From an optimization exercise on the open Yosys and OpenROAD flow, aimed at small area, a short achievable clock period and few clock cycles per item; shortcuts taken in it are not production practice. Function was checked by simulation only, so behaviour that the tests miss may differ from the original.

==> flow/design.v <==
module DT(
	input			clk,
	input			reset,
	output	reg		done,
	output	reg		sti_rd,
	output	reg	[9:0]	sti_addr,
	input		[15:0]	sti_di,
	output	reg		res_wr,
	output	reg		res_rd,
	output	reg	[13:0]	res_addr,
	output		[7:0]	res_do,
	input		[7:0]	res_di,
	output	reg		fw_finish
	);
localparam [3:0] S_INIT  = 4'd0,
                 S_FDEC  = 4'd1,
                 S_FRA   = 4'd2,
                 S_FRB   = 4'd3,
                 S_FW    = 4'd4,
                 S_FEND  = 4'd5,
                 S_BFIND = 4'd6,
                 S_BGO   = 4'd7,
                 S_BRU   = 4'd8,
                 S_BRV   = 4'd9,
                 S_BRL   = 4'd10,
                 S_BRF   = 4'd11,
                 S_BWN   = 4'd12,
                 S_DONE  = 4'd13;
function [5:0] min6;
	input [5:0] x, y;
	min6 = (x < y) ? x : y;
endfunction
function [3:0] lsb16;
	input [15:0] v;
	integer i;
	begin
		lsb16 = 4'd0;
		for (i = 15; i >= 0; i = i - 1)
			if (v[i]) lsb16 = i[3:0];
	end
endfunction
reg [3:0] st;
reg [5:0] do_r;
reg [5:0] a, b, m;	 
reg [3:0] k;		 
reg wv;			 
reg adj;		 
reg nc;			 
assign res_do = {2'b00, do_r};
wire [5:0] di = res_di[5:0];
wire x = sti_di[~k];
wire [15:0] masked = sti_di & (16'hFFFF << k);
wire [3:0] f = lsb16(masked);
reg [13:0] abase, aoff;
wire [13:0] anext = abase + aoff;
always @(*) begin
	abase = res_addr;
	aoff = 14'd1;
	case (st)
	S_FDEC: aoff = (!x || do_r == 6'd0) ? 14'd1 : (wv ? -14'd126 : -14'd128);
	S_FRA, S_FRB: aoff = 14'd1;
	S_FW: aoff = 14'd127;
	S_BGO: begin
		abase = {sti_addr, ~k};
		aoff = !adj ? 14'd0 : (wv ? 14'd127 : 14'd129);
	end
	S_BRU, S_BRV: aoff = -14'd1;
	S_BRL: aoff = -14'd127;
	default: aoff = 14'd126;
	endcase
end
wire [5:0] t1 = min6(m, do_r) + 6'd1;
always @(posedge clk or negedge reset) begin
	if (!reset) begin
		st <= S_INIT;
		done <= 1'b0;
		fw_finish <= 1'b0;
		sti_rd <= 1'b0;
		sti_addr <= 10'd0;
		res_wr <= 1'b0;
		res_rd <= 1'b0;
		res_addr <= 14'd16383;
		k <= 4'd0;
		wv <= 1'b0;
		adj <= 1'b0;
		nc <= 1'b0;
	end else begin
		sti_rd <= 1'b0;
		case (st)
		S_INIT: begin
			sti_rd <= 1'b1;
			st <= S_FDEC;
		end
		S_FDEC: begin
			res_addr <= anext;
			if (!x || do_r == 6'd0) begin
				res_wr <= 1'b1;
				res_rd <= 1'b0;
				wv <= 1'b0;
				k <= k + 4'd1;
				if (k == 4'd15) begin
					sti_rd <= 1'b1;
					sti_addr <= sti_addr + 10'd1;
				end
				if (res_addr == 14'd16382) st <= S_FEND;
			end else begin
				res_wr <= 1'b0;
				res_rd <= 1'b1;
				st <= wv ? S_FW : S_FRA;
			end
		end
		S_FRA: begin
			res_addr <= anext;
			st <= S_FRB;
		end
		S_FRB: begin
			res_addr <= anext;
			st <= S_FW;
		end
		S_FW: begin
			res_addr <= anext;
			res_wr <= 1'b1;
			res_rd <= 1'b0;
			wv <= 1'b1;
			k <= k + 4'd1;
			if (k == 4'd15) begin
				sti_rd <= 1'b1;
				sti_addr <= sti_addr + 10'd1;
			end
			st <= S_FDEC;
		end
		S_FEND: begin
			res_wr <= 1'b0;
			fw_finish <= 1'b1;
			sti_rd <= 1'b1;
			sti_addr <= 10'd1015;
			k <= 4'd0;
			adj <= 1'b0;
			wv <= 1'b0;
			st <= S_BFIND;
		end
		S_BFIND: begin
			res_wr <= 1'b0;
			res_rd <= 1'b0;
			if (masked == 16'd0) begin
				if (sti_addr == 10'd8) begin
					done <= 1'b1;
					st <= S_DONE;
				end else begin
					sti_rd <= 1'b1;
					sti_addr <= sti_addr - 10'd1;
					k <= 4'd0;
					adj <= 1'b0;
				end
			end else begin
				k <= f;
				adj <= adj && (f == k);
				st <= S_BGO;
			end
		end
		S_BGO: begin
			res_addr <= anext;
			if (!adj) begin
				res_wr <= 1'b1;
				wv <= 1'b0;
				adj <= 1'b1;
				k <= k + 4'd1;
				if (k == 4'd15) begin
					sti_rd <= 1'b1;
					sti_addr <= sti_addr - 10'd1;
				end
				st <= S_BFIND;
			end else begin
				res_rd <= 1'b1;
				st <= wv ? S_BRL : S_BRU;
			end
		end
		S_BRU: begin
			res_addr <= anext;
			st <= S_BRV;
		end
		S_BRV: begin
			res_addr <= anext;
			st <= S_BRL;
		end
		S_BRL: begin
			res_addr <= anext;
			wv <= 1'b1;
			nc <= (k != 4'd15) && sti_di[k + 4'd1];
			st <= S_BRF;
		end
		S_BRF: begin
			if (di > t1) begin
				res_wr <= 1'b1;
				res_rd <= 1'b0;
				st <= S_BWN;
			end else if (nc) begin
				res_addr <= res_addr + 14'd126;
				k <= k + 4'd1;
				st <= S_BRL;
			end else begin
				res_rd <= 1'b0;
				k <= k + 4'd1;
				if (k == 4'd15) begin
					sti_rd <= 1'b1;
					sti_addr <= sti_addr - 10'd1;
				end
				st <= S_BFIND;
			end
		end
		S_BWN: begin
			res_wr <= 1'b0;
			if (nc) begin
				res_rd <= 1'b1;
				res_addr <= res_addr + 14'd126;
				k <= k + 4'd1;
				st <= S_BRL;
			end else begin
				k <= k + 4'd1;
				if (k == 4'd15) begin
					sti_rd <= 1'b1;
					sti_addr <= sti_addr - 10'd1;
				end
				st <= S_BFIND;
			end
		end
		S_DONE: begin
			res_wr <= 1'b0;
			res_rd <= 1'b0;
		end
		default: st <= S_INIT;
		endcase
	end
end
always @(posedge clk) begin
	case (st)
	S_INIT: do_r <= 6'd0;
	S_FDEC: begin
		if (!x || do_r == 6'd0) do_r <= {5'd0, x};
		else if (wv) a <= min6(min6(a, b), do_r);
	end
	S_FRA: a <= di;
	S_FRB: begin
		b <= di;
		a <= min6(min6(a, do_r), di);
	end
	S_FW: begin
		do_r <= min6(a, di) + 6'd1;
		a <= b;
		b <= di;
	end
	S_BGO: begin
		if (!adj) do_r <= 6'd1;
		else if (wv) m <= min6(a, b);
	end
	S_BRU: a <= di;
	S_BRV: begin
		b <= di;
		m <= min6(a, di);
	end
	S_BRL: begin
		m <= min6(m, di);
		a <= b;
		b <= di;
	end
	S_BRF: begin
		do_r <= min6(di, t1);
		if (!(di > t1) && nc) m <= min6(a, b);
	end
	S_BWN: begin
		if (nc) m <= min6(a, b);
	end
	default: ;
	endcase
end
endmodule
==> flow/run.sh <==
#!/bin/bash
# synth_recipe.tcl (not shown) runs the flow's synth.tcl, then flattens the netlist and writes it again
# the make line also repeats each setting of config.mk as NAME=value (left out here)
make -C /OpenROAD-flow-scripts/flow DESIGN_CONFIG=/design/flow/config.mk WORK_HOME=/design/flow/orfs CLKGATE_MAP_FILE= SYNTH_SCRIPT=/design/flow/synth_recipe.tcl finish
==> flow/config.mk <==
export PLATFORM = sky130hd
export DESIGN_NAME = DT
export DESIGN_NICKNAME = DT
export VERILOG_FILES = /design/flow/design.v
export SDC_FILE = /design/flow/constraint.sdc
export NUM_CORES = 4
export LEC_CHECK = 0
export CAP_MARGIN = 20
export CORE_MARGIN = 2
export CORE_UTILIZATION = 40
export PLACE_DENSITY = 0.6
export SLEW_MARGIN = 20
==> flow/constraint.sdc <==
create_clock -name core_clock -period 5.0 [get_ports {clk}]
set_input_delay 1.0000 -clock core_clock [delete_from_list [all_inputs] [get_ports {clk}]]
set_output_delay 1.0000 -clock core_clock [all_outputs]
set_load 0.01 [all_outputs]
==> results by group <==
Placement
  – HPWL Detailed: 17.8 mm
  – DP Cell Count: 1256
  – Buffers added on ports: 58
  – RD Place Congestion: 0.914
  – Placement Setup Slack: -0.118 ns

Drt
  – # DRC: 0
  – Drt wl/cell: 19.1 um
  – DRT antenna net count: 0
  – Via/cell ratio: 6.04
  – Initial DRC count: 742
  – Vias: 7689
  – Drt first pass iters: 6
  – Post-Route WL: 24.3 mm

Worst setup path
  – CP max FO: 5
  – Req. time, crit path: 5.27 ns
  – Crit path cell chain: clkdlybuf4s50_1 > mux4_2 > mux2i_1 > mux2_2 > a31oi_2 > nor3_1 > a21oi_1 > o221ai_2 > ha_1 > inv_1 > fa_1 > nor2b_1 > o21ai_0 > a21oi_1 > nor4_1 > o31ai_1 > mux2i_1 > o31ai_1 > nand2_1
  – Largest stage delay, worst path: 0.49 ns
  – Setup CP Type: primary input to flip-flop
  – Max stage delay cell, worst path: clkdlybuf4s50_1
  – CP Data Arrival Time: 5.03 ns
  – CP Launch Type: primary input
  – R2R depth: 20
  – FF-to-FF setup slack: 0.28 ns
  – Setup crit end kind: flip-flop

CTS
  – CTS H-tree depth: 3
  – CTS root buffer: clkbuf_16
  – Skew-Pair Late Insertion Delay: 0.35 ns
  – Total clock sinks: 64
  – CTS Buf Count: 9
  – Clk pin slew, worst setup/hold paths: 0.05 ns
  – CTS Buffer Depth: 2
  – CTS tree: done
  – Cts hold-fix bufs: 0

Timing
  – Final setup violation count: 0
  – Post-layout min period: 4.76 ns
  – Final Slew Violations: 0
  – Max Freq: 210 MHz
  – Worst slew pin tran: 0.965 ns
  – Worst rel slew slack: 35.7%
  – Tcrit/Tclk final: 95.2%
  – Final setup margin: 0.241 ns
  – Final Hold Vio Count: 0
  – Worst Clk Skew: 0.00918 ns

Final layout
  – Synth-to-Final Area Change: 18.7%
  – Count of non-filler cells in the finished layout: 1274
  – Reg area: 1740 um2
  – Layout cell share with drive strength beyond 1: 13.4%
  – FILL cells: 1854
  – Multi-input gate area: 5480 um2
  – Fin nets: 1131
  – Antenna cells: 0

Global route
  – Number of global-route vias before repair: 7153
  – Initial antenna violation count: 0
  – Largest net degree at the start of global routing: 52
  – GRT overflow: 0
  – First-pass GRT wire length: 38.9 mm
  – Total Routing Usage GR: 24.4%

Floorplan
  – Initial Util: 40.6%
  – Die Wd: 142 um
  – Die Ht: 142 um
  – Die footprint: 20100 um2
  – Core area: 18700 um2
  – I/O pins: 63
  – Num rows: 50

Run
  – Max Cap Viol: 0

Synthesis
  – Seq cells post-synth: 64
  – Post-synthesis cell count: 954
  – Dominant synthesized flop cell: dfrtp_1
  – Syn Area/Cell: 7.97 um2
  – EDFF count, synth: 24
  – Synth warnings: 1
  – List of most frequent post-synthesis cells: 106 x nand2_1, 84 x nor2_1, 73 x a21oi_1, 72 x o21ai_0, 68 x ha_1
  – Synth unique cells: 80
  – Post-synth top area share: 11.2%
  – Sequential area share after synthesis: 22.9%
  – Most common cell in the netlist: nand2_1
  – Area leader, netlist: ha_1
  – Post-Syn Area: 7600 um2
  – Largest cells by area after synthesis: ha_1 11%, edfxtp_1 9.5%, dfrtp_1 8.6%
  – Ys async rst share: 62.5%

Hold path
  – Hold crit path type: flip-flop to flip-flop
  – Hold Path Cell Cnt: 1

Outcome
  – Status: finished clean
[registers in the layout, indices dropped and copies added, names as in the netlist]
name       cells
fw_finish      1
st             4
wv             1
a              6
adj            1
do_r           6
done           1
sti_addr      10
res_wr         1
k              4
nc             1
res_rd         1
sti_rd         1
res_addr      14
b              6
m              6
[path summary, 6_finish.rpt]
kind,startpoint,endpoint
min in group asynchronous,reset,sti_addr[7]$_DFFE_PN0P_
hold reg to reg,fw_finish$_DFFE_PN0P_,fw_finish$_DFFE_PN0P_
max in group asynchronous,reset,k[1]$_DFFE_PN0P_
setup / recovery,sti_di[3],res_addr[12]$_DFFE_PN1P_
hold / removal,fw_finish$_DFFE_PN0P_,fw_finish$_DFFE_PN0P_
setup reg to reg,m[1]$_DFFE_PP_,res_addr[0]$_DFFE_PN1P_
[metal layers]
metal  GRT usage (%)  share of wire, %  up-vias
met4            5.84               2.1        0
met5               0                 0        -
met3            4.56               6.0       40
li1                -                 -     3724
met2            39.7                46      277
met1            33.6                46     3648
[layout make-up]
type / count / share of cell area, %
Tap cell: 234 / 3.25
Timing Repair Buffer: 119 / 11.6
Multi-Input combinational cell: 796 / 60.7
Clock inverter: 6 / 0.638
Inverter: 45 / 1.87
Sequential cell: 64 / 19.3
Clock buffer: 10 / 2.65
[worst max-delay path: cells and delay by family]
family          cells  cell delay [ns]
buf+inv             2             0.55
fa+ha+maj           2             0.61
mux                 4             1.01
compound gates      7             1.33
simple gates        4             0.53
[through the flow]
stage	instance area (um2)	util (%)	hold slack, ns	TNS (ns)
global route	9020	48.2	0.501	-0.0759
detailed placement	8700	46.5	0.458	-0.171
finish	9020	48.2	0.472	0
floorplan	7610	-	0.483	0
global placement	8700	46.5	0.453	-0.0105
CTS	9000	48.1	0.476	0
[placed cells by master (no fill, tap or decap), drive strengths merged, types with 11 or more instances in the layout]
cell type        n
buf             62
dfstp           14
nor4            13
mux2i           20
edfxtp          24
o22ai           12
o21ai           77
xnor2           21
nand3           35
nor2b           14
ha              68
nand2          106
and3            12
o21a            11
clkdlybuf4s50   57
mux2            18
nor2            84
o31ai           11
dfrtp           26
a21oi           76
inv             43
a21o            15
nand2b          20
a22oi           16
xor2            15
nor3            16
[kinds of logic (layout without fill, tap and decap cells)]
logic type	after synthesis	after routing	share of synthesized area, %
and+or+nand+nor	331	331	20.7
AOI/OAI and AO/OA	311	311	27.6
buffers and inverters	95	180	5.25
adders and majority gates	70	70	11.7
DFF	64	64	22.9
muxes	46	46	7.67
xor gates and xnor gates	36	36	4.15
other	1	2	0.0493
[what timing repair did]
| action | in CTS | in global routing |
|---|---|---|
| setup buffers | 0 | 2 |
| resized for setup | 0 | 2 |
| endpoints found under the setup margin | 0 | 5 |
Testbench counts, summed over its fixed seeds: cycles 1,042,110, images 32.

==> separate check: timing with driven ports <==
Ports are ideal in the flow. The routed layout listed here was re-timed in OpenROAD. Step 1: set_driving_cell puts a clkbuf_16 on clk and a buf_2 on each other input, an assumption about the parent block. Step 2 also shifts input and output timing later by t, the mid clock arrival at the registers, as if the neighbouring blocks saw the same clock. Slacks: ideal / step 1 / step 2; pairs: ideal / step 1.
t (ns): 0.383
slack for setup (ns): 0.241 / 0.262 / -0.121
hold WS [ns]: 0.472 / 0.472 / 0.472
clock arrival spread, ns: 0.009 / 0.010
Met with ideal ports but missed after step 2: setup timing in this run. The setup slack of this run moves by +0.021 ns with the drivers and by -0.362 ns with both steps.
